What follows belongs to an exercise in optimizing a design on an open flow for small area and a short achievable clock period; a production flow would make more cautious choices.
At most, simulation tests tie the RTL to the original design; equivalence was not proved.
No functional check of the RTL was part of run 3.
The clock port is modelled as an ideal driver; clocking choices that lean on that would not hold on a real chip.
Power and IR drop assume default switching activity.

==> design/flow/design.v <==
`default_nettype none
module fp16_mult (
  input wire clk, reset,
  input wire [15:0] a, b,
  output reg [15:0] result
);
  reg [4:0] e0;
  reg s0;
  reg [9:0] ma;
  reg [4:0] bo1, bo2, bng;
  reg b5t;
  reg q0_c99;
  reg q0_s106;
  reg q0_c101;
  reg q0_lowsum0_8;
  reg q0_s112;
  reg q0_c107;
  reg q0_s110;
  reg q0_c113;
  reg q0_c111;
  reg q0_s118;
  reg q0_s122;
  reg q0_c119;
  reg q0_s124;
  reg q0_s132;
  reg q0_c125;
  reg q0_s130;
  reg q0_c131;
  reg q0_s138;
  reg q0_s140;
  reg q0_s144;
  reg q0_c141;
  reg q0_s146;
  reg q0_s150;
  reg q0_s152;
  reg q0_c147;
  reg q0_c151;
  reg q0_s156;
  reg q0_c153;
  reg q0_s158;
  reg q0_s160;
  reg q0_c157;
  reg q0_c159;
  reg q0_s162;
  reg q0_c161;
  reg q0_pp64;
  reg q0_s164;
  reg q0_c163;
  reg q0_pp65;
  reg q0_pp76;
  reg q0_c165;
  reg q0_pp77;
  reg [4:0] e1;
  reg s1;
  reg [11:0] pr;
  reg [4:0] e2;
  reg s2;
  wire [4:0] e_in = a[14:10] + b[14:10];
  wire s_in = a[15] ^ b[15];
  wire bo1_d0 = b[0] ^ 1'b0;
  wire bo2_d0 = (b[1] & ~b[0] & ~1'b0) | (~b[1] & b[0] & 1'b0);
  wire bo1_d1 = b[2] ^ b[1];
  wire bo2_d1 = (b[3] & ~b[2] & ~b[1]) | (~b[3] & b[2] & b[1]);
  wire bo1_d2 = b[4] ^ b[3];
  wire bo2_d2 = (b[5] & ~b[4] & ~b[3]) | (~b[5] & b[4] & b[3]);
  wire bo1_d3 = b[6] ^ b[5];
  wire bo2_d3 = (b[7] & ~b[6] & ~b[5]) | (~b[7] & b[6] & b[5]);
  wire bo1_d4 = b[8] ^ b[7];
  wire bo2_d4 = (b[9] & ~b[8] & ~b[7]) | (~b[9] & b[8] & b[7]);
  wire pp1 = ((bo1[0] & ma[0])) ^ bng[0];
  wire pp2 = ((bo1[0] & ma[1]) | (bo2[0] & ma[0])) ^ bng[0];
  wire pp3 = ((bo1[0] & ma[2]) | (bo2[0] & ma[1])) ^ bng[0];
  wire pp4 = ((bo1[0] & ma[3]) | (bo2[0] & ma[2])) ^ bng[0];
  wire pp5 = ((bo1[0] & ma[4]) | (bo2[0] & ma[3])) ^ bng[0];
  wire pp6 = ((bo1[0] & ma[5]) | (bo2[0] & ma[4])) ^ bng[0];
  wire pp7 = ((bo1[0] & ma[6]) | (bo2[0] & ma[5])) ^ bng[0];
  wire pp8 = ((bo1[0] & ma[7]) | (bo2[0] & ma[6])) ^ bng[0];
  wire pp9 = ((bo1[0] & ma[8]) | (bo2[0] & ma[7])) ^ bng[0];
  wire pp10 = ((bo1[0] & ma[9]) | (bo2[0] & ma[8])) ^ bng[0];
  wire pp11 = (bo1[0] | (bo2[0] & ma[9])) ^ bng[0];
  wire pp12 = (bo2[0]) ^ bng[0];
  wire pp13 = ~bng[0];
  wire pp14 = ((bo1[1] & ma[0])) ^ bng[1];
  wire pp15 = ((bo1[1] & ma[1]) | (bo2[1] & ma[0])) ^ bng[1];
  wire pp16 = ((bo1[1] & ma[2]) | (bo2[1] & ma[1])) ^ bng[1];
  wire pp17 = ((bo1[1] & ma[3]) | (bo2[1] & ma[2])) ^ bng[1];
  wire pp18 = ((bo1[1] & ma[4]) | (bo2[1] & ma[3])) ^ bng[1];
  wire pp19 = ((bo1[1] & ma[5]) | (bo2[1] & ma[4])) ^ bng[1];
  wire pp20 = ((bo1[1] & ma[6]) | (bo2[1] & ma[5])) ^ bng[1];
  wire pp21 = ((bo1[1] & ma[7]) | (bo2[1] & ma[6])) ^ bng[1];
  wire pp22 = ((bo1[1] & ma[8]) | (bo2[1] & ma[7])) ^ bng[1];
  wire pp23 = ((bo1[1] & ma[9]) | (bo2[1] & ma[8])) ^ bng[1];
  wire pp24 = (bo1[1] | (bo2[1] & ma[9])) ^ bng[1];
  wire pp25 = (bo2[1]) ^ bng[1];
  wire pp26 = ~bng[1];
  wire pp27 = ((bo1[2] & ma[0])) ^ bng[2];
  wire pp28 = ((bo1[2] & ma[1]) | (bo2[2] & ma[0])) ^ bng[2];
  wire pp29 = ((bo1[2] & ma[2]) | (bo2[2] & ma[1])) ^ bng[2];
  wire pp30 = ((bo1[2] & ma[3]) | (bo2[2] & ma[2])) ^ bng[2];
  wire pp31 = ((bo1[2] & ma[4]) | (bo2[2] & ma[3])) ^ bng[2];
  wire pp32 = ((bo1[2] & ma[5]) | (bo2[2] & ma[4])) ^ bng[2];
  wire pp33 = ((bo1[2] & ma[6]) | (bo2[2] & ma[5])) ^ bng[2];
  wire pp34 = ((bo1[2] & ma[7]) | (bo2[2] & ma[6])) ^ bng[2];
  wire pp35 = ((bo1[2] & ma[8]) | (bo2[2] & ma[7])) ^ bng[2];
  wire pp36 = ((bo1[2] & ma[9]) | (bo2[2] & ma[8])) ^ bng[2];
  wire pp37 = (bo1[2] | (bo2[2] & ma[9])) ^ bng[2];
  wire pp38 = (bo2[2]) ^ bng[2];
  wire pp39 = ~bng[2];
  wire pp40 = ((bo1[3] & ma[0])) ^ bng[3];
  wire pp41 = ((bo1[3] & ma[1]) | (bo2[3] & ma[0])) ^ bng[3];
  wire pp42 = ((bo1[3] & ma[2]) | (bo2[3] & ma[1])) ^ bng[3];
  wire pp43 = ((bo1[3] & ma[3]) | (bo2[3] & ma[2])) ^ bng[3];
  wire pp44 = ((bo1[3] & ma[4]) | (bo2[3] & ma[3])) ^ bng[3];
  wire pp45 = ((bo1[3] & ma[5]) | (bo2[3] & ma[4])) ^ bng[3];
  wire pp46 = ((bo1[3] & ma[6]) | (bo2[3] & ma[5])) ^ bng[3];
  wire pp47 = ((bo1[3] & ma[7]) | (bo2[3] & ma[6])) ^ bng[3];
  wire pp48 = ((bo1[3] & ma[8]) | (bo2[3] & ma[7])) ^ bng[3];
  wire pp49 = ((bo1[3] & ma[9]) | (bo2[3] & ma[8])) ^ bng[3];
  wire pp50 = (bo1[3] | (bo2[3] & ma[9])) ^ bng[3];
  wire pp51 = (bo2[3]) ^ bng[3];
  wire pp52 = ~bng[3];
  wire pp53 = ((bo1[4] & ma[0])) ^ bng[4];
  wire pp54 = ((bo1[4] & ma[1]) | (bo2[4] & ma[0])) ^ bng[4];
  wire pp55 = ((bo1[4] & ma[2]) | (bo2[4] & ma[1])) ^ bng[4];
  wire pp56 = ((bo1[4] & ma[3]) | (bo2[4] & ma[2])) ^ bng[4];
  wire pp57 = ((bo1[4] & ma[4]) | (bo2[4] & ma[3])) ^ bng[4];
  wire pp58 = ((bo1[4] & ma[5]) | (bo2[4] & ma[4])) ^ bng[4];
  wire pp59 = ((bo1[4] & ma[6]) | (bo2[4] & ma[5])) ^ bng[4];
  wire pp60 = ((bo1[4] & ma[7]) | (bo2[4] & ma[6])) ^ bng[4];
  wire pp61 = ((bo1[4] & ma[8]) | (bo2[4] & ma[7])) ^ bng[4];
  wire pp62 = ((bo1[4] & ma[9]) | (bo2[4] & ma[8])) ^ bng[4];
  wire pp63 = (bo1[4] | (bo2[4] & ma[9])) ^ bng[4];
  wire pp64 = (bo2[4]) ^ bng[4];
  wire pp65 = ~bng[4];
  wire pp66 = (~b5t & ma[0]);
  wire pp67 = (~b5t & ma[1]) | (b5t & ma[0]);
  wire pp68 = (~b5t & ma[2]) | (b5t & ma[1]);
  wire pp69 = (~b5t & ma[3]) | (b5t & ma[2]);
  wire pp70 = (~b5t & ma[4]) | (b5t & ma[3]);
  wire pp71 = (~b5t & ma[5]) | (b5t & ma[4]);
  wire pp72 = (~b5t & ma[6]) | (b5t & ma[5]);
  wire pp73 = (~b5t & ma[7]) | (b5t & ma[6]);
  wire pp74 = (~b5t & ma[8]) | (b5t & ma[7]);
  wire pp75 = (~b5t & ma[9]) | (b5t & ma[8]);
  wire pp76 = ~b5t | (b5t & ma[9]);
  wire pp77 = b5t;
  wire s78 = bng[1] ^ pp3;
  wire c79 = bng[1] & pp3;
  wire s80 = pp4 ^ pp15;
  wire c81 = pp4 & pp15;
  wire s82 = bng[2] ^ pp5 ^ pp16;
  wire c83 = (bng[2] & pp5) | (bng[2] & pp16) | (pp5 & pp16);
  wire s84 = pp27 ^ c81;
  wire c85 = pp27 & c81;
  wire s86 = pp6 ^ pp17 ^ pp28;
  wire c87 = (pp6 & pp17) | (pp6 & pp28) | (pp17 & pp28);
  wire s88 = c83 ^ c85;
  wire c89 = c83 & c85;
  wire s90 = bng[3] ^ pp7 ^ pp18;
  wire c91 = (bng[3] & pp7) | (bng[3] & pp18) | (pp7 & pp18);
  wire s92 = pp29 ^ pp40 ^ c87;
  wire c93 = (pp29 & pp40) | (pp29 & c87) | (pp40 & c87);
  wire s94 = s90 ^ c89;
  wire c95 = s90 & c89;
  wire s96 = pp8 ^ pp19 ^ pp30;
  wire c97 = (pp8 & pp19) | (pp8 & pp30) | (pp19 & pp30);
  wire s98 = pp41 ^ c91 ^ s96;
  wire c99 = (pp41 & c91) | (pp41 & s96) | (c91 & s96);
  wire s100 = c93 ^ c95;
  wire c101 = c93 & c95;
  wire s102 = bng[4] ^ pp9 ^ pp20;
  wire c103 = (bng[4] & pp9) | (bng[4] & pp20) | (pp9 & pp20);
  wire s104 = pp31 ^ pp42 ^ pp53;
  wire c105 = (pp31 & pp42) | (pp31 & pp53) | (pp42 & pp53);
  wire s106 = c97 ^ s102 ^ s104;
  wire c107 = (c97 & s102) | (c97 & s104) | (s102 & s104);
  wire s108 = pp10 ^ pp21 ^ pp32;
  wire c109 = (pp10 & pp21) | (pp10 & pp32) | (pp21 & pp32);
  wire s110 = pp43 ^ pp54 ^ c103;
  wire c111 = (pp43 & pp54) | (pp43 & c103) | (pp54 & c103);
  wire s112 = c105 ^ s108;
  wire c113 = c105 & s108;
  wire s114 = pp66 ^ pp11 ^ pp22;
  wire c115 = (pp66 & pp11) | (pp66 & pp22) | (pp11 & pp22);
  wire s116 = pp33 ^ pp44 ^ pp55;
  wire c117 = (pp33 & pp44) | (pp33 & pp55) | (pp44 & pp55);
  wire s118 = c109 ^ s114 ^ s116;
  wire c119 = (c109 & s114) | (c109 & s116) | (s114 & s116);
  wire s120 = pp67 ^ pp12 ^ pp23;
  wire c121 = (pp67 & pp12) | (pp67 & pp23) | (pp12 & pp23);
  wire s122 = pp34 ^ pp45 ^ pp56;
  wire c123 = (pp34 & pp45) | (pp34 & pp56) | (pp45 & pp56);
  wire s124 = c115 ^ c117 ^ s120;
  wire c125 = (c115 & c117) | (c115 & s120) | (c117 & s120);
  wire s126 = 1'b1 ^ pp13 ^ pp68;
  wire c127 = (1'b1 & pp13) | (1'b1 & pp68) | (pp13 & pp68);
  wire s128 = pp24 ^ pp35 ^ pp46;
  wire c129 = (pp24 & pp35) | (pp24 & pp46) | (pp35 & pp46);
  wire s130 = pp57 ^ s126 ^ c121;
  wire c131 = (pp57 & s126) | (pp57 & c121) | (s126 & c121);
  wire s132 = c123 ^ s128;
  wire c133 = c123 & s128;
  wire s134 = 1'b1 ^ pp69 ^ pp25;
  wire c135 = (1'b1 & pp69) | (1'b1 & pp25) | (pp69 & pp25);
  wire s136 = pp36 ^ pp47 ^ pp58;
  wire c137 = (pp36 & pp47) | (pp36 & pp58) | (pp47 & pp58);
  wire s138 = c127 ^ c129 ^ s134;
  wire c139 = (c127 & c129) | (c127 & s134) | (c129 & s134);
  wire s140 = s136 ^ c133;
  wire c141 = s136 & c133;
  wire s142 = pp26 ^ pp70 ^ pp37;
  wire c143 = (pp26 & pp70) | (pp26 & pp37) | (pp70 & pp37);
  wire s144 = pp48 ^ pp59 ^ c135;
  wire c145 = (pp48 & pp59) | (pp48 & c135) | (pp59 & c135);
  wire s146 = c137 ^ s142 ^ c139;
  wire c147 = (c137 & s142) | (c137 & c139) | (s142 & c139);
  wire s148 = 1'b1 ^ pp71 ^ pp38;
  wire c149 = (1'b1 & pp71) | (1'b1 & pp38) | (pp71 & pp38);
  wire s150 = pp49 ^ pp60 ^ c143;
  wire c151 = (pp49 & pp60) | (pp49 & c143) | (pp60 & c143);
  wire s152 = s148 ^ c145;
  wire c153 = s148 & c145;
  wire s154 = pp39 ^ pp72 ^ pp50;
  wire c155 = (pp39 & pp72) | (pp39 & pp50) | (pp72 & pp50);
  wire s156 = pp61 ^ c149 ^ s154;
  wire c157 = (pp61 & c149) | (pp61 & s154) | (c149 & s154);
  wire s158 = 1'b1 ^ pp73 ^ pp51;
  wire c159 = (1'b1 & pp73) | (1'b1 & pp51) | (pp73 & pp51);
  wire s160 = pp62 ^ c155;
  wire c161 = pp62 & c155;
  wire s162 = pp52 ^ pp74 ^ pp63;
  wire c163 = (pp52 & pp74) | (pp52 & pp63) | (pp74 & pp63);
  wire s164 = 1'b1 ^ pp75;
  wire c165 = 1'b1 & pp75;
  wire [8:0] lowsum0 = {1'b0, s98, s92, s86, s82, c79, pp14, pp2, bng[0]} + {1'b0, s100, s94, s88, s84, s80, s78, 1'b0, pp1};
  wire s166 = q0_c99 ^ q0_s106 ^ q0_c101;
  wire c167 = (q0_c99 & q0_s106) | (q0_c99 & q0_c101) | (q0_s106 & q0_c101);
  wire s168 = q0_s112 ^ q0_c107 ^ q0_s110;
  wire c169 = (q0_s112 & q0_c107) | (q0_s112 & q0_s110) | (q0_c107 & q0_s110);
  wire s170 = q0_c113 ^ q0_c111 ^ q0_s118;
  wire c171 = (q0_c113 & q0_c111) | (q0_c113 & q0_s118) | (q0_c111 & q0_s118);
  wire s172 = q0_s122 ^ q0_c119 ^ q0_s124;
  wire c173 = (q0_s122 & q0_c119) | (q0_s122 & q0_s124) | (q0_c119 & q0_s124);
  wire s174 = q0_s132 ^ q0_c125 ^ q0_s130;
  wire c175 = (q0_s132 & q0_c125) | (q0_s132 & q0_s130) | (q0_c125 & q0_s130);
  wire s176 = q0_c131 ^ q0_s138 ^ q0_s140;
  wire c177 = (q0_c131 & q0_s138) | (q0_c131 & q0_s140) | (q0_s138 & q0_s140);
  wire s178 = q0_s144 ^ q0_c141 ^ q0_s146;
  wire c179 = (q0_s144 & q0_c141) | (q0_s144 & q0_s146) | (q0_c141 & q0_s146);
  wire s180 = q0_s150 ^ q0_s152 ^ q0_c147;
  wire c181 = (q0_s150 & q0_s152) | (q0_s150 & q0_c147) | (q0_s152 & q0_c147);
  wire s182 = q0_c151 ^ q0_s156 ^ q0_c153;
  wire c183 = (q0_c151 & q0_s156) | (q0_c151 & q0_c153) | (q0_s156 & q0_c153);
  wire s184 = q0_s158 ^ q0_s160 ^ q0_c157;
  wire c185 = (q0_s158 & q0_s160) | (q0_s158 & q0_c157) | (q0_s160 & q0_c157);
  wire s186 = q0_c159 ^ q0_s162 ^ q0_c161;
  wire c187 = (q0_c159 & q0_s162) | (q0_c159 & q0_c161) | (q0_s162 & q0_c161);
  wire s188 = q0_pp64 ^ q0_s164 ^ q0_c163;
  wire c189 = (q0_pp64 & q0_s164) | (q0_pp64 & q0_c163) | (q0_s164 & q0_c163);
  wire s190 = q0_pp65 ^ q0_pp76 ^ q0_c165;
  wire c191 = (q0_pp65 & q0_pp76) | (q0_pp65 & q0_c165) | (q0_pp76 & q0_c165);
  wire s192 = 1'b1 ^ q0_pp77;
  wire c193 = 1'b1 & q0_pp77;
  wire [13:0] cx = {s192, c189, c187, c185, c183, c181, c179, c177, c175, c173, c171, c169, c167, q0_lowsum0_8};
  wire [13:0] cy = {c191, s190, s188, s186, s184, s182, s180, s178, s176, s174, s172, s170, s168, s166};
  wire [13:0] cs = cx + cy;
  wire p21 = cs[13];
  wire [9:0] mhi = {cs[12], cs[11], cs[10], cs[9], cs[8], cs[7], cs[6], cs[5], cs[4], cs[3]};
  wire [9:0] mlo = {cs[11], cs[10], cs[9], cs[8], cs[7], cs[6], cs[5], cs[4], cs[3], cs[2]};
  wire [4:0] ef = e2 + 5'd17 + {4'd0, pr[11]};
  wire [15:0] res_d = {s2, ef, pr[11] ? pr[10:1] : pr[9:0]};
  always @(posedge clk) begin
    e0 <= e_in;
    s0 <= s_in;
    ma <= a[9:0];
    bo1 <= {bo1_d4, bo1_d3, bo1_d2, bo1_d1, bo1_d0};
    bo2 <= {bo2_d4, bo2_d3, bo2_d2, bo2_d1, bo2_d0};
    bng <= {b[9], b[7], b[5], b[3], b[1]};
    b5t <= b[9];
    q0_c99 <= c99;
    q0_s106 <= s106;
    q0_c101 <= c101;
    q0_lowsum0_8 <= lowsum0[8];
    q0_s112 <= s112;
    q0_c107 <= c107;
    q0_s110 <= s110;
    q0_c113 <= c113;
    q0_c111 <= c111;
    q0_s118 <= s118;
    q0_s122 <= s122;
    q0_c119 <= c119;
    q0_s124 <= s124;
    q0_s132 <= s132;
    q0_c125 <= c125;
    q0_s130 <= s130;
    q0_c131 <= c131;
    q0_s138 <= s138;
    q0_s140 <= s140;
    q0_s144 <= s144;
    q0_c141 <= c141;
    q0_s146 <= s146;
    q0_s150 <= s150;
    q0_s152 <= s152;
    q0_c147 <= c147;
    q0_c151 <= c151;
    q0_s156 <= s156;
    q0_c153 <= c153;
    q0_s158 <= s158;
    q0_s160 <= s160;
    q0_c157 <= c157;
    q0_c159 <= c159;
    q0_s162 <= s162;
    q0_c161 <= c161;
    q0_pp64 <= pp64;
    q0_s164 <= s164;
    q0_c163 <= c163;
    q0_pp65 <= pp65;
    q0_pp76 <= pp76;
    q0_c165 <= c165;
    q0_pp77 <= pp77;
    e1 <= e0;
    s1 <= s0;
    pr <= {p21, mhi[9], mlo};
    e2 <= e1;
    s2 <= s1;
  end
  always @(posedge clk or posedge reset) begin
    if (reset) result <= 16'd0;
    else result <= res_d;
  end
endmodule
==> design/flow/flow/run.sh <==
#!/bin/bash
# Own layout flow: the standard ORFS flow (standard.sh) with
#  - port buffers of a chosen cell (every input and output port still gets one),
#  - a clock tree of clkbuf cells without dummy loads.
# Each tool's full output is kept in the ORFS logs folder; make's output goes to flow_make.log.
set -euo pipefail
HERE=$(cd "$(dirname "$0")" && pwd)
export BUFFER_PORTS_ARGS="-buffer_cell ${PORT_BUF:-sky130_fd_sc_hd__buf_2}"
export CTS_ARGS="-sink_clustering_enable -repair_clock_nets -dont_use_dummy_load -buf_list {sky130_fd_sc_hd__clkbuf_8}"
bash standard.sh > flow_make.log 2>&1
==> design/flow/standard.sh <==
#!/bin/bash
# synth_recipe.tcl (not shown) runs the flow's synth.tcl, then flattens the netlist and writes it again
# the make line also repeats each setting of config.mk as NAME=value (left out here)
make -C /OpenROAD-flow-scripts/flow DESIGN_CONFIG=/design/flow/config.mk WORK_HOME=/design/flow/orfs CLKGATE_MAP_FILE= SYNTH_SCRIPT=/design/flow/synth_recipe.tcl "${@:-finish}"
==> design/flow/config.mk <==
export PLATFORM = sky130hd
export DESIGN_NAME = fp16_mult
export DESIGN_NICKNAME = fp16_mult
export VERILOG_FILES = /design/flow/design.v
export SDC_FILE = /design/flow/constraint.sdc
export NUM_CORES = 4
export LEC_CHECK = 0
export CAP_MARGIN = 20
export CORE_MARGIN = 2
export CORE_UTILIZATION = 60
export SETUP_SLACK_MARGIN = 3.0
export SLEW_MARGIN = 20
==> design/flow/constraint.sdc <==
create_clock -name core_clock -period 5.5 [get_ports {clk}]
set_input_delay 1.1000 -clock core_clock [delete_from_list [all_inputs] [get_ports {clk}]]
set_output_delay 1.1000 -clock core_clock [all_outputs]
set_load 0.01 [all_outputs]
==> results of run 1 <==
==> per-layer routing <==
layer  routed length [um]  vias to the layer above
li1                     -                     1697
met1                 4390                     1643
met2                 4700                       97
met3                  595                        9
met4                  133                        0
met5                    0                        -
==> synth_stat cells, types with 5 or more instances <==
cell	n
dfxtp_1	96
xnor2_1	66
a22oi_1	44
inv_1	44
fa_1	42
ha_1	39
clkbuf_1	21
a21oi_1	16
dfrtp_1	16
xor2_1	16
mux2_2	13
nor2_1	8
buf_2	7
nand2_1	7
mux2i_1	6
o21ai_0	6
nand2b_1	5
==> stage by stage <==
| stage | util [%] | std cells |
|---|---|---|
| after global routing | 67.7 | 656 |
| after floorplan | - | 492 |
| after detailed placement | 65.2 | 643 |
| after global placement | 65.2 | 643 |
| final | 67.7 | 656 |
| after CTS | 67.0 | 653 |
==> flip-flops by register name (all words and copies together) (netlist names), 5 cells and up <==
| register | flops |
|---|---|
| result | 16 |
| e1 | 5 |
| bo2 | 5 |
| ma | 10 |
| bo1 | 5 |
| pr | 12 |
| e2 | 5 |
| e0 | 5 |
| bng | 5 |
==> logic make-up after synthesis <==
family / count (synthesis) / synth area share (%)
compound gates: 88 / 11.7
xor+xnor: 82 / 12.6
fa+ha+maj: 81 / 23.2
buf+inv: 75 / 5.08
flops: 112 / 40.6
mux: 19 / 3.61
simple gates: 35 / 3.19
==> critical path: stages, from the launching register on <==
cell and delay (ps):
dfxtp_4 400, a22oi_1 220, xnor2_1 120, fa_1 540, inv_1 50, fa_1 470
inv_1 40, ha_1 270, nor2_1 150, a21oi_2 50
==> layout make-up <==
type                            instances  area (um^2)  share of cell area, %
Multi-Input combinational cell        305         3120                   50.0
Sequential cell                       112         2380                   38.0
Timing Repair Buffer                   54          283                   4.52
Inverter                               47          183                   2.92
Tap cell                              129          161                   2.58
Clock buffer                            9          124                   1.98
==> report_power, final <==
part / switching, uW / internal (uW)
Sequential: 145 / 1080
Clock: 234 / 148
Combinational: 853 / 800
Total: 1230 / 2020
==> worst min-delay path by stage <==
stage / endpoint / from / cells after the start / slack (ps)
finish: s1 / s0 / 0 / 340
global route: s1 / s0 / 0 / 340
floorplan: e1[0] / e0[0] / 0 / 310
detailed placement: e2[3] / e1[3] / 0 / 310
CTS: s2 / s1 / 0 / 340
global placement: e2[1] / e1[1] / 0 / 310
==> timing repair <==
item / CTS / global route
pin swaps: 0 / 0
resized for setup: 23 / 14
buffers inserted: 1 / 3
setup endpoints to repair: 3 / 3
==> impl_metrics.toml, run 1 <==
[flow_run]
max-cap-violations = 0

[placement]
dpl_cell_area_um2 = 6020
pre_cts_ws_ps = 2650
io_buffers = 49
dp_hpwl_mm = 7.52
finalWeightedCongestion = 0.835

[worst_setup_path]
endpoint_kind = "flip-flop"
rrSetupSlack_ps = 3090
crit_type = "reg2reg"
crit_fanout = 11
required_ps = 5740
critical_path.endpoint = "q0_lowsum0_8"
r2r-end = "q0_lowsum0_8"
cp-startpoint = "bo2[0]"
r2r_start = "bo2[0]"
cp_data_arrival_time_ps = 2650
rr_worst_depth = 9
start_kind = "flip-flop"

[clock_network]
cts_buffers = 9
hold_buffers = 0
insertion_delay_ps = 380
clk_pin_slew_ps = 90
clk_path_buf_depth = 2
clkSinkCount = 112
cts_root_buf = "clkbuf_8"
htree_num_levels = 3
cts_tree = "yes"

[synth]
yosys_warnings = 1
synthFlopType = "dfxtp_1"
syn-cell-area_um2 = 5720
netlist.area_leader.share_pct = 33.6
synth-edff-count = 0
async_flop_share_pct = 14.3
syn_inst = 492
synth_seq_area_share_pct = 40.6
synth_nets = 607
ys_top_cells_by_area = "dfxtp_1, fa_1, xnor2_1"
ys_seq_elements = 112
synth.avg_cell_area_um2 = 11.6
synth.largest_area_cell = "dfxtp_1"
synth.distinct_cells = 44

[cells_and_area]
antenna_cells = 0
final_area_um2 = 6250
layout_commonest_cell = "dfxtp_1"
syn2layout_area_growth_pct = 9.32
fillers = 741
drive_gt1_share_pct = 21.3
final_net_count = 644
layout_common_cells = "dfxtp_1, xnor2_1, buf_2"

[sta]
whs_ps = 338
setup_viol = 0
timing.final.crit_share_pct = 43.8
setup_ws_ps = 3090
final.setup.tns_ps = 0
finClkSkew_ps = 42.1
fmax_ghz = 0.415
relSlewSlack_pct = 56.4
rsz0062_at_grt = "true"
finalHoldViolCount = 0
worst_slew_pin_slew_ps = 653
fin_crit_ps = 2410
maxSlewViolCount = 0

[floorplan]
chipWidth_um = 102
start_util_pct = 61.9
io_pins = 50
core_um2 = 9240
die_h_um = 102
die_area_um2 = 10300
rows = 35

[outcome]
status = "no timing/DRC/antenna violations"

[power]
ir_drop_uv = 308
power_uw = 3260
leakagePower_uw = 0.00271
powerDensity_nw_per_um2 = 521

[grt]
antenna_found_initial = 0
grt_first_pass_wirelength_mm = 16.7
met3_usage_pct = 4.76
grt_pass1_vias = 3559
use_met2_pct = 34.2
grt_usage_pct = 21.2
grt_overflow = 0
use_met1_pct = 28.2
grt_max_degree = 25
grt.busiest_layer = "met2"

[hold_path]
hp-class = "reg2reg"

[route]
ant_nets = 0
vias = 3446
drtIter0Drc = 172
post_drt_wl_per_cell_um = 15.0
drc = 0
routed_wl_mm = 9.82
viasPerCell = 5.25
first_pass_iters = 5
==> run 2: changes to the inputs <==
--- a/design/flow/flow/run.sh
+++ b/design/flow/flow/run.sh
@@ -8,3 +8,3 @@
 export BUFFER_PORTS_ARGS="-buffer_cell ${PORT_BUF:-sky130_fd_sc_hd__buf_2}"
-export CTS_ARGS="-sink_clustering_enable -repair_clock_nets -dont_use_dummy_load -buf_list {sky130_fd_sc_hd__clkbuf_8}"
+export CTS_ARGS="-sink_clustering_enable -repair_clock_nets -dont_use_dummy_load -root_buf sky130_fd_sc_hd__clkbuf_16 -buf_list {sky130_fd_sc_hd__clkbuf_8} -sink_clustering_size 10"
 bash standard.sh > flow_make.log 2>&1
==> run 2 against run 1 <==
  * Critical path depth did not move
  * Cell count shrank 0.15%
  * Synthesized area did not move
  * Largest cell class unchanged
  * Utilization grew 1.1 points
  * Total power grew 5.0%
  * Highest routed layer unchanged
==> impl_metrics.toml, run 2 <==
[synth]
synth.largest_area_cell = "dfxtp_1"
syn_inst = 492
yosys_warnings = 1
netlist_top_cells_count = "dfxtp_1, xnor2_1, a22oi_1, inv_1, fa_1"
yosysMostFrequentCell = "dfxtp_1"
synth_nets = 607
syn-cell-area_um2 = 5720
async_flop_share_pct = 14.3
synth-edff-count = 0
synth_seq_area_share_pct = 40.6
netlist.area_leader.share_pct = 33.6
ys_seq_elements = 112
synth.distinct_cells = 44
synth.avg_cell_area_um2 = 11.6
ys_top_cells_by_area = "dfxtp_1, fa_1, xnor2_1"
synthFlopType = "dfxtp_1"

[cells_and_area]
final_cells = 655
layout_common_cells = "dfxtp_1, xnor2_1, buf_2"
largest_reg_flops = 16
top_register = "result"
reg.largest.list = "result (16), pr (12), ma (10)"
final_net_count = 643
layout_commonest_cell = "dfxtp_1"
syn2layout_area_growth_pct = 11.0
antenna_cells = 0
drive_gt1_share_pct = 21.3

[floorplan]
chipWidth_um = 102
die_h_um = 102
io_pins = 50
core_um2 = 9240
start_util_pct = 61.9
rows = 35
die_area_um2 = 10300

[grt]
use_met2_pct = 35.2
grt_first_pass_wirelength_mm = 16.8
grt_pass1_vias = 3544
grt_usage_pct = 21.2
grt_overflow = 0
use_met1_pct = 28.3
grt_max_degree = 25
antenna_found_initial = 0
grt.busiest_layer = "met2"
met3_usage_pct = 3.80

[power]
leakagePower_uw = 0.00276
powerDensity_nw_per_um2 = 538
ir_drop_uv = 308

[sta]
relSlewSlack_pct = 56.2
fmax_ghz = 0.414
maxSlewViolCount = 0
final.setup.tns_ps = 0
timing.final.crit_share_pct = 43.9
rsz0062_at_grt = "true"
finalHoldViolCount = 0
setup_viol = 0
whs_ps = 332
fin_crit_ps = 2420
worst_slew_pin_slew_ps = 657
setup_ws_ps = 3080
finClkSkew_ps = 26.9

[route]
post_drt_wl_per_cell_um = 15.0
vias = 3440
routed_wl_mm = 9.82
viasPerCell = 5.25
ant_nets = 0
drtIter0Drc = 193
first_pass_iters = 4
drc = 0

[worst_setup_path]
required_ps = 5720
start_kind = "flip-flop"
crit_type = "reg2reg"
cp_data_arrival_time_ps = 2630
crit_fanout = 11
endpoint_kind = "flip-flop"

[placement]
io_buffers = 49
finalWeightedCongestion = 0.835
placed_cells = 643
pre_cts_ws_ps = 2650
dp_hpwl_mm = 7.52

[hold_path]
hp-class = "reg2reg"

[clock_network]
insertion_delay_ps = 350
cts_root_buf = "clkbuf_16"
clk_path_buf_depth = 2
cts_buffers = 9
cts_tree = "yes"
clk_pin_slew_ps = 70
clkSinkCount = 112
htree_num_levels = 3
hold_buffers = 0

[outcome]
status = "no timing/DRC/antenna violations"

[flow_run]
max-cap-violations = 0
-- run 2: through the flow --
stage / utilization [%] / cell area (um^2) / total power [uW]
floorplan: - / 5720 / 2540
global placement: 65.2 / 6020 / 2850
detailed placement: 65.2 / 6020 / 2900
CTS: 67.9 / 6270 / 3450
global route: 68.7 / 6350 / 3730
finish: 68.7 / 6350 / 3420
-- run 2: path summary, 6_finish.rpt --
path | start | end | slack, ps | depth (start not counted)
max reg2reg | bo2[0] | q0_lowsum0_8 | 3080 | 9
max in group asynchronous | reset | result[3] | 4220 | 2
min reg2reg | s0 | s1 | 330 | 0
min | s0 | s1 | 330 | 0
min in group asynchronous | reset | result[10] | 830 | 2
max | bo2[0] | q0_lowsum0_8 | 3080 | 9
-- run 2: repair_timing --
item | 4_1_cts | 5_1_grt
resized for setup | 18 | 21
buffers inserted | 0 | 3
setup endpoints to repair | 4 | 2
-- run 2: metal layers --
| metal | up-vias | wire length (um) |
|---|---|---|
| met5 | - | 0 |
| met2 | 101 | 4750 |
| met4 | 0 | 165 |
| li1 | 1697 | - |
| met3 | 14 | 554 |
| met1 | 1628 | 4350 |
-- run 2: power by group --
group | total (uW) | internal [uW] | switching (uW)
clock network | 542 | 289 | 253
logic | 1650 | 800 | 851
registers | 1220 | 1080 | 147
-- run 2: area by class of cell --
| type | count | area [um^2] |
|---|---|---|
| inverter | 47 | 181 |
| timing repair buffer | 53 | 275 |
| fill | 724 | 2890 |
| clock buffer | 9 | 225 |
| sequential | 112 | 2380 |
| tap | 129 | 161 |
| multi-input combinational | 305 | 3130 |
-- run 2: cell families (layout without fill, tap and decap cells) --
group / after synthesis / after routing / share of synthesized area [%]
buffers and inverters: 75 / 109 / 5.08
AND/OR/NAND/NOR: 35 / 35 / 3.19
XOR/XNOR: 82 / 82 / 12.6
flip-flops: 112 / 112 / 40.6
AO/OA/AOI/OAI: 88 / 88 / 11.7
adder cells (fa/ha/maj): 81 / 81 / 23.2
multiplexers: 19 / 19 / 3.61
-- run 2: worst max-delay path, stage by stage, from the launching register on --
cell and delay [ps]:
dfxtp_4 390, a22oi_1 220, xnor2_1 120, fa_1 540, inv_1 50, fa_1 480
inv_1 40, ha_1 270, nor2_1 150, a21oi_2 50
==> run 3: changes to the inputs <==
--- a/design/flow/design.v
+++ b/design/flow/design.v
@@ -54,3 +54,22 @@
   reg s1;
-  reg [11:0] pr;
+  reg q1_lowsum1_2;
+  reg q1_lowsum1_3;
+  reg q1_lowsum1_4;
+  reg q1_lowsum1_5;
+  reg q1_lowsum1_6;
+  reg q1_lowsum1_7;
+  reg q1_c181;
+  reg q1_s182;
+  reg q1_lowsum1_8;
+  reg q1_c183;
+  reg q1_s184;
+  reg q1_c185;
+  reg q1_s186;
+  reg q1_c187;
+  reg q1_s188;
+  reg q1_c189;
+  reg q1_s190;
+  reg q1_s192;
+  reg q1_c191;
+  reg q1_c193;
   reg [4:0] e2;
@@ -263,10 +282,23 @@
   wire c193 = 1'b1 & q0_pp77;
-  wire [13:0] cx = {s192, c189, c187, c185, c183, c181, c179, c177, c175, c173, c171, c169, c167, q0_lowsum0_8};
-  wire [13:0] cy = {c191, s190, s188, s186, s184, s182, s180, s178, s176, s174, s172, s170, s168, s166};
-  wire [13:0] cs = cx + cy;
-  wire p21 = cs[13];
-  wire [9:0] mhi = {cs[12], cs[11], cs[10], cs[9], cs[8], cs[7], cs[6], cs[5], cs[4], cs[3]};
-  wire [9:0] mlo = {cs[11], cs[10], cs[9], cs[8], cs[7], cs[6], cs[5], cs[4], cs[3], cs[2]};
-  wire [4:0] ef = e2 + 5'd17 + {4'd0, pr[11]};
-  wire [15:0] res_d = {s2, ef, pr[11] ? pr[10:1] : pr[9:0]};
+  wire [8:0] lowsum1 = {1'b0, c179, c177, c175, c173, c171, c169, c167, q0_lowsum0_8} + {1'b0, s180, s178, s176, s174, s172, s170, s168, s166};
+  wire s194 = q1_c181 ^ q1_s182;
+  wire c195 = q1_c181 & q1_s182;
+  wire s196 = q1_c183 ^ q1_s184;
+  wire c197 = q1_c183 & q1_s184;
+  wire s198 = q1_c185 ^ q1_s186;
+  wire c199 = q1_c185 & q1_s186;
+  wire s200 = q1_c187 ^ q1_s188;
+  wire c201 = q1_c187 & q1_s188;
+  wire s202 = q1_c189 ^ q1_s190;
+  wire c203 = q1_c189 & q1_s190;
+  wire s204 = q1_s192 ^ q1_c191;
+  wire c205 = q1_s192 & q1_c191;
+  wire [11:0] cx = {c203, c201, c199, c197, c195, q1_lowsum1_8, q1_lowsum1_7, q1_lowsum1_6, q1_lowsum1_5, q1_lowsum1_4, q1_lowsum1_3, q1_lowsum1_2};
+  wire [11:0] cy = {s204, s202, s200, s198, s196, s194, 1'b0, 1'b0, 1'b0, 1'b0, 1'b0, 1'b0};
+  wire [11:0] cs = cx + cy;
+  wire p21 = cs[11];
+  wire [9:0] mhi = {cs[10], cs[9], cs[8], cs[7], cs[6], cs[5], cs[4], cs[3], cs[2], cs[1]};
+  wire [9:0] mlo = {cs[9], cs[8], cs[7], cs[6], cs[5], cs[4], cs[3], cs[2], cs[1], cs[0]};
+  wire [4:0] ef = e2 + 5'd17 + {4'd0, p21};
+  wire [15:0] res_d = {s2, ef, p21 ? mhi : mlo};
   always @(posedge clk) begin
@@ -322,3 +354,22 @@
     s1 <= s0;
-    pr <= {p21, mhi[9], mlo};
+    q1_lowsum1_2 <= lowsum1[2];
+    q1_lowsum1_3 <= lowsum1[3];
+    q1_lowsum1_4 <= lowsum1[4];
+    q1_lowsum1_5 <= lowsum1[5];
+    q1_lowsum1_6 <= lowsum1[6];
+    q1_lowsum1_7 <= lowsum1[7];
+    q1_c181 <= c181;
+    q1_s182 <= s182;
+    q1_lowsum1_8 <= lowsum1[8];
+    q1_c183 <= c183;
+    q1_s184 <= s184;
+    q1_c185 <= c185;
+    q1_s186 <= s186;
+    q1_c187 <= c187;
+    q1_s188 <= s188;
+    q1_c189 <= c189;
+    q1_s190 <= s190;
+    q1_s192 <= s192;
+    q1_c191 <= c191;
+    q1_c193 <= c193;
     e2 <= e1;
==> run 3 against run 2 <==
  * Still clean on timing, DRC and antenna
  * Die area rose by 1.5%
  * Synthesized area rose by 1.6%
  * Register-to-register slack got worse by 80 ps
  * Final area rose by 4.9%
  * Largest power group unchanged
==> impl_metrics.toml, run 3 <==
[sta]
finClkSkew_ps = 29.0
setup_viol = 0
worst_slew_pin_slew_ps = 572
finalHoldViolCount = 0
rsz0062_at_grt = "true"
maxSlewViolCount = 0
relSlewSlack_pct = 61.8
fin_crit_ps = 2490
whs_ps = 317
setup_ws_ps = 3010
fmax_ghz = 0.401
timing.final.crit_share_pct = 45.3
final.setup.tns_ps = 0

[synth]
netlist_top_cells_count = "dfxtp_1, xnor2_1, a22oi_1, ha_1, fa_1"
netlist.area_leader.share_pct = 35.5
synthFlopType = "dfxtp_1"
synthSimpleGateAreaFrac_pct = 2.46
ys_top_cells_by_area = "dfxtp_1, fa_1, xnor2_1"
yosys_warnings = 1
yosysMostFrequentCell = "dfxtp_1"
synth-edff-count = 0
synth.distinct_cells = 32
synth_top_family_by_area = "adder cells"
syn_inst = 484
synth-compound-area-share_pct = 9.67
async_flop_share_pct = 13.4
synth_nets = 605
synth.largest_area_cell = "dfxtp_1"
synth_xor_area_share_pct = 12.2
synth_seq_area_share_pct = 42.4
ys_seq_elements = 119
yosys.area_share.adder_pct = 24.3
synth.avg_cell_area_um2 = 12.0
muxShareOfSynthArea_pct = 4.14
syn-cell-area_um2 = 5810

[clock_network]
cts_root_buf = "clkbuf_16"
htree_num_levels = 4
clk_pin_slew_ps = 60
clkSinkCount = 119
cts_tree = "yes"
cts_buffers = 17
clk_path_buf_depth = 2
insertion_delay_ps = 360

[route]
drc = 0
drtIter0Drc = 161
first_pass_iters = 6
post_drt_wl_per_cell_um = 15.7
ant_nets = 0
vias = 3518
viasPerCell = 5.27
routed_wl_mm = 10.5

[cells_and_area]
syn2layout_area_growth_pct = 14.6
top_register = "result"
reg.largest.list = "result (16), ma (10)"
layout_common_cells = "dfxtp_1, xnor2_1, buf_2"
antenna_cells = 0
layout_commonest_cell = "dfxtp_1"
largest_reg_flops = 16
drive_gt1_share_pct = 25.6
final_net_count = 662
final_cells = 668

[worst_setup_path]
endpoint_kind = "flip-flop"
critical_path.endpoint = "q0_lowsum0_8"
cp-startpoint = "bo2[0]"
cp_data_arrival_time_ps = 2740
crit_type = "reg2reg"
r2r_start = "bo2[0]"
required_ps = 5750
start_kind = "flip-flop"
r2r-end = "q0_lowsum0_8"
crit_fanout = 7
rr_worst_depth = 10
rrSetupSlack_ps = 3010

[grt]
grt_first_pass_wirelength_mm = 17.9
grt_pass1_vias = 3748
grt_overflow = 0
grt_usage_pct = 22.8
antenna_found_initial = 0
grt_max_degree = 19

[placement]
finalWeightedCongestion = 0.886
placed_cells = 636
pre_cts_ws_ps = 2520
io_buffers = 49
dp_hpwl_mm = 7.78

[power]
leakagePower_uw = 0.00297
ir_drop_uv = 349
powerDensity_nw_per_um2 = 528
power_uw = 3520

[floorplan]
io_pins = 50
start_util_pct = 62.3
chipWidth_um = 102
rows = 35
die_area_um2 = 10500
core_um2 = 9330
die_h_um = 102

[hold_path]
hp-class = "reg2reg"

[flow_run]
max-cap-violations = 0

[outcome]
status = "no timing/DRC/antenna violations"
## run 3: cell types whose count changed after synthesis, sizes merged, moves of 2 or more
cell / previous run / this run
a21o: 5 / 9
a21oi: 17 / 13
a22oi: 46 / 44
dfxtp: 96 / 103
ha: 39 / 44
inv: 44 / 40
nand3: 4 / 2
nor2: 8 / 3
o22ai: 2 / 0
## run 3: cells by family (layout without fill, tap and decap cells)
family          after synthesis  after routing
buf+inv                      71            126
fa+ha+maj                    87             87
simple gates                 26             26
flops                       119            119
mux                          19             19
xor+xnor                     81             81
compound gates               81             81
## run 3: power breakdown
group	internal (uW)	leakage (uW)	total [uW]	switching, uW
sequential	1150	0.00106	1280	136
combinational	885	0.00178	1670	784
clock	289	0.000127	567	279
total	2320	0.00297	3520	1200
## run 3: final cells by class
cell class	instances	area, um^2
Tap cell	129	161
Sequential cell	119	2520
Multi-Input combinational cell	294	3190
Inverter	43	165
Clock buffer	17	245
Timing Repair Buffer	66	374
Fill cell	683	2670
## run 3: worst max-delay path: stages (launching register included)
cell and delay (ps):
dfxtp_4 370, buf_4 130, a22oi_2 180, xnor2_2 90
fa_1 410, ha_1 210, ha_2 180, ha_4 270
ha_4 190, a21o_1 150, a31o_2 210
## run 3: through the flow
step                util [%]  cell area (um^2)
floorplan                  -              5870
global placement        65.7              6130
detailed placement      65.7              6130
CTS                     69.6              6500
global route            71.4              6660
finish                  71.4              6660
## run 3: worst min-delay path by stage
stage	slack, ps	end	cells past startpoint	from
after global routing	320	e1[0]	0	e0[0]
after CTS	320	e1[0]	0	e0[0]
after global placement	310	e2[3]	0	e1[3]
after floorplan	310	e1[0]	0	e0[0]
final	320	e1[0]	0	e0[0]
after detailed placement	310	e2[3]	0	e1[3]
## run 3: repair_timing
item,CTS,global route
hold buffers,0,0
setup buffers,8,7
resized for setup,33,16
endpoints found under the setup margin,6,4
pin swaps,0,6
## run 3: per-layer routing
metal	routed length [um]	share of wire (%)	GRT usage [%]
met5	0	0	0
met4	281	2.7	10.7
met3	560	5.3	5.81
met2	5110	49	37.3
met1	4560	43	28.4
==> run 4: changes to the inputs <==
--- a/design/flow/design.v
+++ b/design/flow/design.v
@@ -54,22 +54,3 @@
   reg s1;
-  reg q1_lowsum1_2;
-  reg q1_lowsum1_3;
-  reg q1_lowsum1_4;
-  reg q1_lowsum1_5;
-  reg q1_lowsum1_6;
-  reg q1_lowsum1_7;
-  reg q1_c181;
-  reg q1_s182;
-  reg q1_lowsum1_8;
-  reg q1_c183;
-  reg q1_s184;
-  reg q1_c185;
-  reg q1_s186;
-  reg q1_c187;
-  reg q1_s188;
-  reg q1_c189;
-  reg q1_s190;
-  reg q1_s192;
-  reg q1_c191;
-  reg q1_c193;
+  reg [11:0] pr;
   reg [4:0] e2;
@@ -282,23 +263,10 @@
   wire c193 = 1'b1 & q0_pp77;
-  wire [8:0] lowsum1 = {1'b0, c179, c177, c175, c173, c171, c169, c167, q0_lowsum0_8} + {1'b0, s180, s178, s176, s174, s172, s170, s168, s166};
-  wire s194 = q1_c181 ^ q1_s182;
-  wire c195 = q1_c181 & q1_s182;
-  wire s196 = q1_c183 ^ q1_s184;
-  wire c197 = q1_c183 & q1_s184;
-  wire s198 = q1_c185 ^ q1_s186;
-  wire c199 = q1_c185 & q1_s186;
-  wire s200 = q1_c187 ^ q1_s188;
-  wire c201 = q1_c187 & q1_s188;
-  wire s202 = q1_c189 ^ q1_s190;
-  wire c203 = q1_c189 & q1_s190;
-  wire s204 = q1_s192 ^ q1_c191;
-  wire c205 = q1_s192 & q1_c191;
-  wire [11:0] cx = {c203, c201, c199, c197, c195, q1_lowsum1_8, q1_lowsum1_7, q1_lowsum1_6, q1_lowsum1_5, q1_lowsum1_4, q1_lowsum1_3, q1_lowsum1_2};
-  wire [11:0] cy = {s204, s202, s200, s198, s196, s194, 1'b0, 1'b0, 1'b0, 1'b0, 1'b0, 1'b0};
-  wire [11:0] cs = cx + cy;
-  wire p21 = cs[11];
-  wire [9:0] mhi = {cs[10], cs[9], cs[8], cs[7], cs[6], cs[5], cs[4], cs[3], cs[2], cs[1]};
-  wire [9:0] mlo = {cs[9], cs[8], cs[7], cs[6], cs[5], cs[4], cs[3], cs[2], cs[1], cs[0]};
-  wire [4:0] ef = e2 + 5'd17 + {4'd0, p21};
-  wire [15:0] res_d = {s2, ef, p21 ? mhi : mlo};
+  wire [13:0] cx = {s192, c189, c187, c185, c183, c181, c179, c177, c175, c173, c171, c169, c167, q0_lowsum0_8};
+  wire [13:0] cy = {c191, s190, s188, s186, s184, s182, s180, s178, s176, s174, s172, s170, s168, s166};
+  wire [13:0] cs = cx + cy;
+  wire p21 = cs[13];
+  wire [9:0] mhi = {cs[12], cs[11], cs[10], cs[9], cs[8], cs[7], cs[6], cs[5], cs[4], cs[3]};
+  wire [9:0] mlo = {cs[11], cs[10], cs[9], cs[8], cs[7], cs[6], cs[5], cs[4], cs[3], cs[2]};
+  wire [4:0] ef = e2 + 5'd17 + {4'd0, pr[11]};
+  wire [15:0] res_d = {s2, ef, pr[11] ? pr[10:1] : pr[9:0]};
   always @(posedge clk) begin
@@ -354,22 +322,3 @@
     s1 <= s0;
-    q1_lowsum1_2 <= lowsum1[2];
-    q1_lowsum1_3 <= lowsum1[3];
-    q1_lowsum1_4 <= lowsum1[4];
-    q1_lowsum1_5 <= lowsum1[5];
-    q1_lowsum1_6 <= lowsum1[6];
-    q1_lowsum1_7 <= lowsum1[7];
-    q1_c181 <= c181;
-    q1_s182 <= s182;
-    q1_lowsum1_8 <= lowsum1[8];
-    q1_c183 <= c183;
-    q1_s184 <= s184;
-    q1_c185 <= c185;
-    q1_s186 <= s186;
-    q1_c187 <= c187;
-    q1_s188 <= s188;
-    q1_c189 <= c189;
-    q1_s190 <= s190;
-    q1_s192 <= s192;
-    q1_c191 <= c191;
-    q1_c193 <= c193;
+    pr <= {p21, mhi[9], mlo};
     e2 <= e1;
==> design/flow/flow/run.sh (replaced) <==
#!/bin/bash
# Own layout flow: the standard ORFS flow (standard.sh) with
#  - port buffers of a chosen cell (every input and output port still gets one),
#  - a clock tree of clkbuf cells without dummy loads,
set -euo pipefail
HERE=$(cd "$(dirname "$0")" && pwd)
S=sky130_fd_sc_hd__
export BUFFER_PORTS_ARGS="-buffer_cell ${S}buf_2"
export CTS_ARGS="-sink_clustering_enable -repair_clock_nets -dont_use_dummy_load -root_buf ${S}clkbuf_16 -buf_list {${S}clkbuf_8} -sink_clustering_size 10"
export SKEW_GROUPS="{q0_* 20 ${S}clkdlybuf4s25_1 ${S}clkbuf_1 ${S}clkbuf_1 ${S}clkbuf_8} {pr* 20 ${S}clkdlybuf4s50_1 ${S}clkbuf_8}"
export POST_CTS_TCL="$HERE/post_cts.tcl"
bash standard.sh > flow_make.log 2>&1
==> design/flow/flow/post_cts.tcl (new file) <==
# POST_CTS hook: add the useful-skew clock buffers (skew.tcl), then legalise and repair
# setup and hold as cts.tcl does after clock tree synthesis.
source [file join [file dirname [info script]] skew.tcl]
estimate_parasitics -placement
detailed_placement
estimate_parasitics -placement
repair_timing_helper
detailed_placement
check_placement -verbose
==> design/flow/flow/skew.tcl (new file) <==

proc skew_root_net { } {
  set clk_net [get_nets clk]
  foreach pin [get_pins -of_objects $clk_net] {
    set inst [get_cells -of_objects $pin]
    if { [string match *clkbuf* [get_property $inst ref_name]] } {
      return [get_nets -of_objects [get_pins [get_full_name $inst]/X]]
    }
  }
  error "skew: no root clock buffer on net clk"
}

proc skew_cluster_group { root pattern maxregs cells } {
  set block [ord::get_db_block]
  set regs {}
  foreach inst [$block getInsts] {
    if { ![string match $pattern [$inst getName]] } { continue }
    if { [$inst findITerm CLK] == "NULL" } { continue }
    set loc [$inst getLocation]
    lappend regs [list [$inst getName] [lindex $loc 0] [lindex $loc 1]]
  }
  set n [llength $regs]
  if { $n == 0 } { return }
  set k [expr {($n + $maxregs - 1) / $maxregs}]
  # split into k clusters: sort by x, cut into k columns of equal size
  set regs [lsort -integer -index 1 $regs]
  set per [expr {($n + $k - 1) / $k}]
  set dbu [$block getDbUnitsPerMicron]
  set tag [string map {* x ? x [ x ] x} $pattern]
  for { set c 0 } { $c < $k } { incr c } {
    set chunk [lrange $regs [expr {$c * $per}] [expr {($c + 1) * $per - 1}]]
    if { [llength $chunk] == 0 } { continue }
    set sx 0; set sy 0; set pins {}
    foreach r $chunk {
      set sx [expr {$sx + [lindex $r 1]}]
      set sy [expr {$sy + [lindex $r 2]}]
      lappend pins [get_pins "[lindex $r 0]/CLK"]
    }
    set x [expr {double($sx) / [llength $chunk] / $dbu}]
    set y [expr {double($sy) / [llength $chunk] / $dbu}]
    set cur [get_full_name $root]
    set i 0
    foreach cell $cells {
      set bname "skewbuf_${tag}_${c}_$i"
      set nname "skewnet_${tag}_${c}_$i"
      if { $i == 0 } {
        insert_buffer -buffer_cell $cell -net [get_nets $cur] -load_pins $pins \
          -load_pins_on_diff_nets -location [list $x $y] -buffer_name $bname -net_name $nname
      } else {
        insert_buffer -buffer_cell $cell -net [get_nets $cur] -load_pins $pins \
          -location [list $x $y] -buffer_name $bname -net_name $nname
      }
      set cur $nname
      incr i
    }
    puts "skew: $pattern cluster $c: [llength $chunk] registers behind $cells"
  }
}

proc skew_remove_idle_clock_buffers { } {
  set block [ord::get_db_block]
  set again 1
  while { $again } {
    set again 0
    foreach inst [$block getInsts] {
      if { ![string match *clkbuf* [[$inst getMaster] getName]] } { continue }
      set x [$inst findITerm X]
      if { $x == "NULL" } { continue }
      set net [$x getNet]
      if { $net == "NULL" } { continue }
      if { [llength [$net getITerms]] == 1 && [llength [$net getBTerms]] == 0 } {
        puts "skew: removing idle clock buffer [$inst getName]"
        set nname [$net getName]
        delete_instance [get_cells [$inst getName]]
        delete_net [get_nets $nname]
        set again 1
        break
      }
    }
  }
}

set skew_root [skew_root_net]
foreach g $::env(SKEW_GROUPS) {
  skew_cluster_group $skew_root [lindex $g 0] [lindex $g 1] [lrange $g 2 end]
}
skew_remove_idle_clock_buffers
==> run 4 against run 3 <==
  * Highest routed layer unchanged
  * Sequential power down 4%
  * Clock skew up 510 ps
  * Worst hold slack worse by 160 ps
  * Critical endpoint is now pr[6]
  * Cell count down 0.30%
  * Total power up 1.7%
  * Global-route usage up 1.3 points
  * Largest power group unchanged
  * Final area down 4.1%
==> impl_metrics.toml, run 4 <==
[hold_path]
hp-class = "reg2reg"
holdPathStages = 1
min_to = "q0_pp77"
min-delay-start = "bng[4]"

[flow_run]
max-cap-violations = 0

[sta]
final.setup.tns_ps = 0
setup_ws_ps = 3320
rsz0062_at_grt = "false"
fmax_ghz = 0.459
finalHoldViolCount = 0
finClkSkew_ps = 543
relSlewSlack_pct = 56.4
fin_crit_ps = 2180
timing.final.crit_share_pct = 39.6
setup_viol = 0
maxSlewViolCount = 0
worst_slew_pin_slew_ps = 653

[worst_setup_path]
r2r-end = "pr[6]"
start_kind = "flip-flop"
crit_type = "reg2reg"
crit_fanout = 6
rr_worst_depth = 7
endpoint_kind = "flip-flop"
rrSetupSlack_ps = 3320
required_ps = 6250
cp_data_arrival_time_ps = 2930
r2r_start = "q0_c107"

[power]
leakagePower_uw = 0.00279
seqPwrFrac_pct = 34.3
power.switching_uw = 1300
ir_drop_uv = 309
intPower_uw = 2280
combinationalPowerShare_pct = 46.0
clock_power_share_pct = 19.7
powerDensity_nw_per_um2 = 560
netSwitchingFraction_pct = 36.2

[grt]
grt_pass1_vias = 3686
grt_usage_pct = 24.1
grt_first_pass_wirelength_mm = 17.2
grt_max_degree = 25
antenna_found_initial = 0
grt_overflow = 0

[synth]
synth.avg_cell_area_um2 = 11.6
synthFlopType = "dfxtp_1"
synth_seq_area_share_pct = 40.6
async_flop_share_pct = 14.3
syn-cell-area_um2 = 5720
yosysMostFrequentCell = "dfxtp_1"
netlist_top_cells_count = "dfxtp_1, xnor2_1, a22oi_1, inv_1, fa_1"
synth.distinct_cells = 44
synth.largest_area_cell = "dfxtp_1"
netlist.area_leader.share_pct = 33.6
syn_inst = 492
synth_nets = 607
yosys_warnings = 1
ys_seq_elements = 112
synth-edff-count = 0
ys_top_cells_by_area = "dfxtp_1, fa_1, xnor2_1"

[route]
post_drt_wl_per_cell_um = 15.2
ant_nets = 0
viasPerCell = 5.36
routed_wl_mm = 10.2
drc = 0
vias = 3572
first_pass_iters = 9
drtIter0Drc = 298

[floorplan]
die_h_um = 102
die_area_um2 = 10300
rows = 35
start_util_pct = 61.9
chipWidth_um = 102
core_um2 = 9240
io_pins = 50

[cells_and_area]
top_register = "result"
largest_reg_flops = 16
final_net_count = 654
layout_commonest_cell = "dfxtp_1"
layout_common_cells = "dfxtp_1, xnor2_1, buf_2"
reg.largest.list = "result (16), pr (12), ma (10)"
drive_gt1_share_pct = 19.7
syn2layout_area_growth_pct = 11.7
antenna_cells = 0

[clock_network]
insertion_delay_ps = 860
cts_tree = "yes"
clkSinkCount = 112
clk_pin_slew_ps = 90

[outcome]
status = "no timing/DRC/antenna violations"

[placement]
pre_cts_ws_ps = 2650
dp_hpwl_mm = 7.52
io_buffers = 49
finalWeightedCongestion = 0.835
[run 4: changes by cell type in the layout (fill, tap and decap cells not counted), moves of 5 or more]
cell / delta
dfxtp_4: -14
nor2_1: +5
dfxtp_1: -5
buf_4: -14
clkbuf_1: +6
clkbuf_16: +8
mux2_4: -9
clkbuf_8: -12
mux2_2: +9
xnor2_1: +5
ha_4: -5
a22oi_1: +5
dfxtp_2: +12
[run 4: cells by family after synthesis]
| family | Yosys count | synth area share (%) |
|---|---|---|
| flops | 112 | 40.6 |
| fa+ha+maj | 81 | 23.2 |
| compound gates | 88 | 11.7 |
| xor+xnor | 82 | 12.6 |
| mux | 19 | 3.61 |
| simple gates | 35 | 3.19 |
| buf+inv | 75 | 5.08 |
[run 4: worst max-delay path by stage]
stage,start,end,slack [ps]
after floorplan,bo2[0],q0_lowsum0_8,3010
after detailed placement,bng[1],q0_lowsum0_8,2650
after global routing,q0_s158,pr[11],3060
after global placement,bng[1],q0_lowsum0_8,2780
final,q0_c107,pr[6],3320
[run 4: layout make-up, clock buffers not listed]
cell class	instances	area (um^2)
fill	716	2850
inverter	47	180
multi-input combinational	305	3110
sequential	112	2340
tap	129	161
timing repair buffer	50	253
[run 4: routing by layer]
metal | wire (um) | GRT usage (%) | part of all wire, % | up-vias
met2 | 4940 | 41.5 | 49 | 158
met1 | 4290 | 29.4 | 42 | 1671
met3 | 704 | 5.66 | 6.9 | 25
met5 | 0 | 0 | 0 | -
li1 | - | - | - | 1718
met4 | 217 | 8.94 | 2.1 | 0
[run 4: critical path: stages, from the launching register on]
cell and delay [ps]:
dfxtp_1 320, fa_1 450, ha_1 320, a31oi_4 250
a22oi_4 170, a21oi_2 240, o22ai_1 120, o31a_1 250
[run 4: metrics by stage]
step	area, um^2	hold WS, ps	cells	power, uW	utilization, %
floorplan	5720	310	492	2540	-
global placement	6020	310	643	2850	65.2
detailed placement	6020	312	643	2900	65.2
global route	6390	163	666	3890	69.1
finish	6390	161	666	3580	69.1
[run 4: power groups by stage]
stage | Sequential, uW | Clock, uW | Combinational [uW]
2_1_floorplan | 1210 | 0 | 1330
3_3_place_gp | 1240 | 0 | 1610
3_5_place_dp | 1250 | 0 | 1650
5_1_grt | 1260 | 759 | 1870
6_report | 1230 | 704 | 1650
==> run 5: changes to the inputs <==
==> design/flow/flow/run.sh (replaced) <==
#!/bin/bash
# Own layout flow: the standard ORFS flow (standard.sh) with
#  - port buffers of a chosen cell (every input and output port still gets one),
#  - a clock tree of clkbuf cells without dummy loads,
set -euo pipefail
HERE=$(cd "$(dirname "$0")" && pwd)
S=sky130_fd_sc_hd__
export BUFFER_PORTS_ARGS="-buffer_cell ${S}buf_1"
export CTS_ARGS="-sink_clustering_enable -repair_clock_nets -dont_use_dummy_load -buf_list {${S}clkbuf_8} -sink_clustering_size 12"
export SKEW_GROUPS="{q0_* 20 ${S}clkdlybuf4s25_1 ${S}clkbuf_8} {pr* 20 ${S}clkdlybuf4s25_1 ${S}clkbuf_8}"
export POST_CTS_TCL="$HERE/post_cts.tcl"
bash standard.sh > flow_make.log 2>&1
--- a/design/flow/flow/skew.tcl
+++ b/design/flow/flow/skew.tcl
@@ -12,2 +12,3 @@
 
+# returns the list of chain-head nets (net after the first cell of each cluster's chain)
 proc skew_cluster_group { root pattern maxregs cells } {
@@ -22,5 +23,4 @@
   set n [llength $regs]
-  if { $n == 0 } { return }
+  if { $n == 0 } { return {} }
   set k [expr {($n + $maxregs - 1) / $maxregs}]
-  # split into k clusters: sort by x, cut into k columns of equal size
   set regs [lsort -integer -index 1 $regs]
@@ -29,2 +29,3 @@
   set tag [string map {* x ? x [ x ] x} $pattern]
+  set heads {}
   for { set c 0 } { $c < $k } { incr c } {
@@ -42,2 +43,3 @@
     set i 0
+    set chain {}
     foreach cell $cells {
@@ -45,9 +47,6 @@
       set nname "skewnet_${tag}_${c}_$i"
-      if { $i == 0 } {
-        insert_buffer -buffer_cell $cell -net [get_nets $cur] -load_pins $pins \
-          -load_pins_on_diff_nets -location [list $x $y] -buffer_name $bname -net_name $nname
-      } else {
-        insert_buffer -buffer_cell $cell -net [get_nets $cur] -load_pins $pins \
-          -location [list $x $y] -buffer_name $bname -net_name $nname
-      }
+      set extra {}
+      if { $i == 0 } { set extra -load_pins_on_diff_nets }
+      insert_buffer -buffer_cell $cell -net [get_nets $cur] -load_pins $pins \
+        {*}$extra -location [list $x $y] -buffer_name $bname -net_name $nname
       set cur $nname
@@ -57,2 +56,43 @@
   }
+  return $heads
+}
+
+# add one delay cell right before the last cell of every chain of the group
+proc skew_add_step { pattern cell } {
+  set block [ord::get_db_block]
+  set tag [string map {* x ? x [ x ] x} $pattern]
+  set done 0
+  foreach inst [$block getInsts] {
+    set nm [$inst getName]
+    if { ![string match "skewbuf_${tag}_*" $nm] } { continue }
+    # the last cell of a chain drives the registers: its output net has a CLK load
+    set xnet [[$inst findITerm X] getNet]
+    set drives_regs 0
+    foreach it [$xnet getITerms] {
+      if { [[$it getMTerm] getName] == "CLK" } { set drives_regs 1; break }
+    }
+    if { !$drives_regs } { continue }
+    set anet [[$inst findITerm A] getNet]
+    set loc [$inst getLocation]
+    set dbu [$block getDbUnitsPerMicron]
+    global skew_step_count
+    incr skew_step_count
+    insert_buffer -buffer_cell $cell -net [get_nets [$anet getName]] \
+      -load_pins [get_pins "$nm/A"] \
+      -location [list [expr {double([lindex $loc 0]) / $dbu}] [expr {double([lindex $loc 1]) / $dbu}]] \
+      -buffer_name "skewstep_${tag}_$skew_step_count" -net_name "skewstepnet_${tag}_$skew_step_count"
+    incr done
+  }
+  return $done
+}
+
+proc skew_worst { pattern } {
+  set pins [get_pins -quiet "$pattern/D"]
+  if { [llength $pins] == 0 } { return 1e9 }
+  set w 1e9
+  foreach p $pins {
+    set s [get_property $p slack_max]
+    if { $s < $w } { set w $s }
+  }
+  return $w
 }
@@ -82,2 +122,3 @@
 
+set skew_step_count 0
 set skew_root [skew_root_net]
@@ -87 +128,26 @@
 skew_remove_idle_clock_buffers
+
+# stage endpoints: A ends at q0_*, B at pr*, C at result*
+set step_cell sky130_fd_sc_hd__clkbuf_1
+if { [info exists ::env(SKEW_STEP)] } { set step_cell $::env(SKEW_STEP) }
+set step_est 0.09
+for { set it 0 } { $it < 12 } { incr it } {
+  estimate_parasitics -placement
+  set sa [skew_worst {q0_*}]
+  set sb [skew_worst {pr*}]
+  set sc [skew_worst {result*}]
+  puts [format "skew: step %d slacks A %.3f B %.3f C %.3f" $it $sa $sb $sc]
+  if { $sa <= $sb && $sa <= $sc } {
+    if { $sb - $step_est > $sa + 0.02 } {
+      skew_add_step {q0_*} $step_cell
+    } elseif { $sc - $step_est > $sa + 0.02 } {
+      skew_add_step {pr*} $step_cell
+    } else {
+      break
+    }
+  } elseif { $sb <= $sc && $sc - $step_est > $sb + 0.02 } {
+    skew_add_step {pr*} $step_cell
+  } else {
+    break
+  }
+}
==> run 5 against run 4 <==
  * Fmax rose by 3.0%
  * Clock power fell by 22%
  * Cell count rose by 0.30%
  * First-iteration DRC count grew 2.0%
  * Synthesized area unchanged
  * Total power down 4.5%
  * Worst hold slack better by 120 ps
  * Flip-flop and latch count unchanged
  * Final area down 2.1%
  * Via count rose by 0.25%
  * Clock skew rose by 32 ps
  * Routed wire length fell by 0.72%
==> impl_metrics.toml, run 5 <==
[worst_setup_path]
worst_path_dominant_cell_family = "flip-flops"
crit_fanout = 11
crit_type = "reg2reg"
required_ps = 5800
worst_path_max_delay_cell = "dfxtp_1"
cp_data_arrival_time_ps = 2410
crit_path_max_incr_delay_ps = 620
crit_buf_inv = 2
endpoint_kind = "flip-flop"
start_kind = "flip-flop"
crit_chain = "inv_1 -> ha_1 -> inv_1 -> ha_1 -> nand3_1 -> xor2_1"

[sta]
relSlewSlack_pct = 54.9
fin_crit_ps = 2110
finClkSkew_ps = 575
finalHoldViolCount = 0
worst_slew_pin_slew_ps = 675
timing.final.crit_share_pct = 38.5
final.setup.tns_ps = 0
setup_viol = 0
rsz0062_at_grt = "false"
fmax_ghz = 0.473
maxSlewViolCount = 0

[power]
clock_power_share_pct = 16.0
ir_drop_uv = 303
intPower_uw = 2120
netSwitchingFraction_pct = 37.9
powerDensity_nw_per_um2 = 546
leakagePower_uw = 0.00262
power.switching_uw = 1290
seqPwrFrac_pct = 35.8
combinationalPowerShare_pct = 48.2

[cells_and_area]
top_register = "result"
layout_commonest_cell = "dfxtp_1"
post-route-util_pct = 67.7
antenna_cells = 0
layout_common_cells = "dfxtp_1, xnor2_1, buf_1"
drive_gt1_share_pct = 11.3
final_cells = 668
reg.largest.list = "result (16), pr (12), ma (10)"
largest_reg_flops = 16
syn2layout_area_growth_pct = 9.41
final_net_count = 656
final_area_um2 = 6260

[synth]
synth.largest_area_cell = "dfxtp_1"
synth.avg_cell_area_um2 = 11.6
synth_seq_area_share_pct = 40.6
netlist_top_cells_count = "dfxtp_1, xnor2_1, a22oi_1, inv_1, fa_1"
synth-edff-count = 0
yosysMostFrequentCell = "dfxtp_1"
async_flop_share_pct = 14.3
ys_top_cells_by_area = "dfxtp_1, fa_1, xnor2_1"
yosys_warnings = 1
syn-cell-area_um2 = 5720
syn_inst = 492
synthFlopType = "dfxtp_1"
synth.distinct_cells = 44
synth_nets = 607
ys_seq_elements = 112
netlist.area_leader.share_pct = 33.6

[route]
routed_wl_mm = 10.1
first_pass_iters = 9
viasPerCell = 5.36
ant_nets = 0
drtIter0Drc = 304
post_drt_wl_per_cell_um = 15.1
vias = 3581
drc = 0

[grt]
grt_pass1_vias = 3702
use_met2_pct = 39.9
antenna_found_initial = 0
grt_max_degree = 25
grt_usage_pct = 24.2
use_met1_pct = 29.0
grt.busiest_layer = "met2"
grt_overflow = 0
met3_usage_pct = 6.49
grt_first_pass_wirelength_mm = 17.2

[floorplan]
rows = 35
die_area_um2 = 10300
chipWidth_um = 102
core_um2 = 9240
io_pins = 50
die_h_um = 102
start_util_pct = 61.9

[clock_network]
clkSinkCount = 112
cts_tree = "yes"
insertion_delay_ps = 910
clk_pin_slew_ps = 110

[placement]
dpl_cell_area_um2 = 5960
placed_cells = 643
io_buffers = 49
finalWeightedCongestion = 0.847
dp_hpwl_mm = 7.47

[flow_run]
max-cap-violations = 0

[hold_path]
hp-class = "reg2reg"

[outcome]
status = "no timing/DRC/antenna violations"
run 5: cell counts after synthesis:
No cell type changed its count.
run 5: cell families (layout without fill, tap and decap cells):
group,Yosys count,after routing,share of synthesized area [%]
muxes,19,19,3.61
AOI/OAI and AO/OA,88,88,11.7
buffers and inverters,75,122,5.08
DFF,112,112,40.6
xor gates and xnor gates,82,82,12.6
adders and majority gates,81,81,23.2
and+or+nand+nor,35,35,3.19
run 5: cell type report, clock buffers not listed:
| cell class | instances | area [um^2] |
|---|---|---|
| multi-input combinational | 305 | 3110 |
| fill | 720 | 2980 |
| tap | 129 | 161 |
| sequential | 112 | 2360 |
| timing repair buffer | 52 | 206 |
| inverter | 47 | 179 |
run 5: stage by stage:
step	total power [uW]	setup slack (ps)	hold slack [ps]
5_1_grt	3740	3170	297
3_5_place_dp	2890	2640	312
3_3_place_gp	2840	2770	310
2_1_floorplan	2540	3010	310
6_report	3420	3390	280
run 5: power by group through the flow:
stage               clock (uW)  sequential [uW]  combinational (uW)
finish                     548             1220                1650
detailed placement           0             1250                1640
global route               608             1260                1880
global placement             0             1240                1600
floorplan                    0             1210                1330
run 5: worst register-to-register path, delay by kind of cell (launching register included):
kind          cells  cell delay, ps
simple gates      1             100
fa+ha+maj         2             400
xor+xnor          1             150
flops             1             620
buf+inv           2             230
run 5: final timing paths:
check / cells after the start / slack [ps] / startpoint / endpoint
hold reg to reg: 1 / 280 / bo2[4] / q0_pp64
hold / removal: 1 / 280 / bo2[4] / q0_pp64
setup / recovery: 6 / 3390 / pr[11] / result[14]
setup reg to reg: 6 / 3390 / pr[11] / result[14]
min in group asynchronous: 2 / 760 / reset / result[10]
max in group asynchronous: 2 / 4240 / reset / result[1]
run 5: metal layers:
metal,share of wire (%),vias up
met3,7.2,22
met1,42,1684
met5,0,-
met2,48,160
li1,-,1715
met4,1.9,0

Check on run 5: ideal ports give 3.385 ns setup slack; a clkbuf_16 on the clock port and buf_2 on the inputs give 3.385 ns; moving port delays by the midpoint clock arrival (0.656 ns) as well gives 3.000 ns. Its clock arrivals span 0.369 to 0.944 ns, so the last figure is rough.
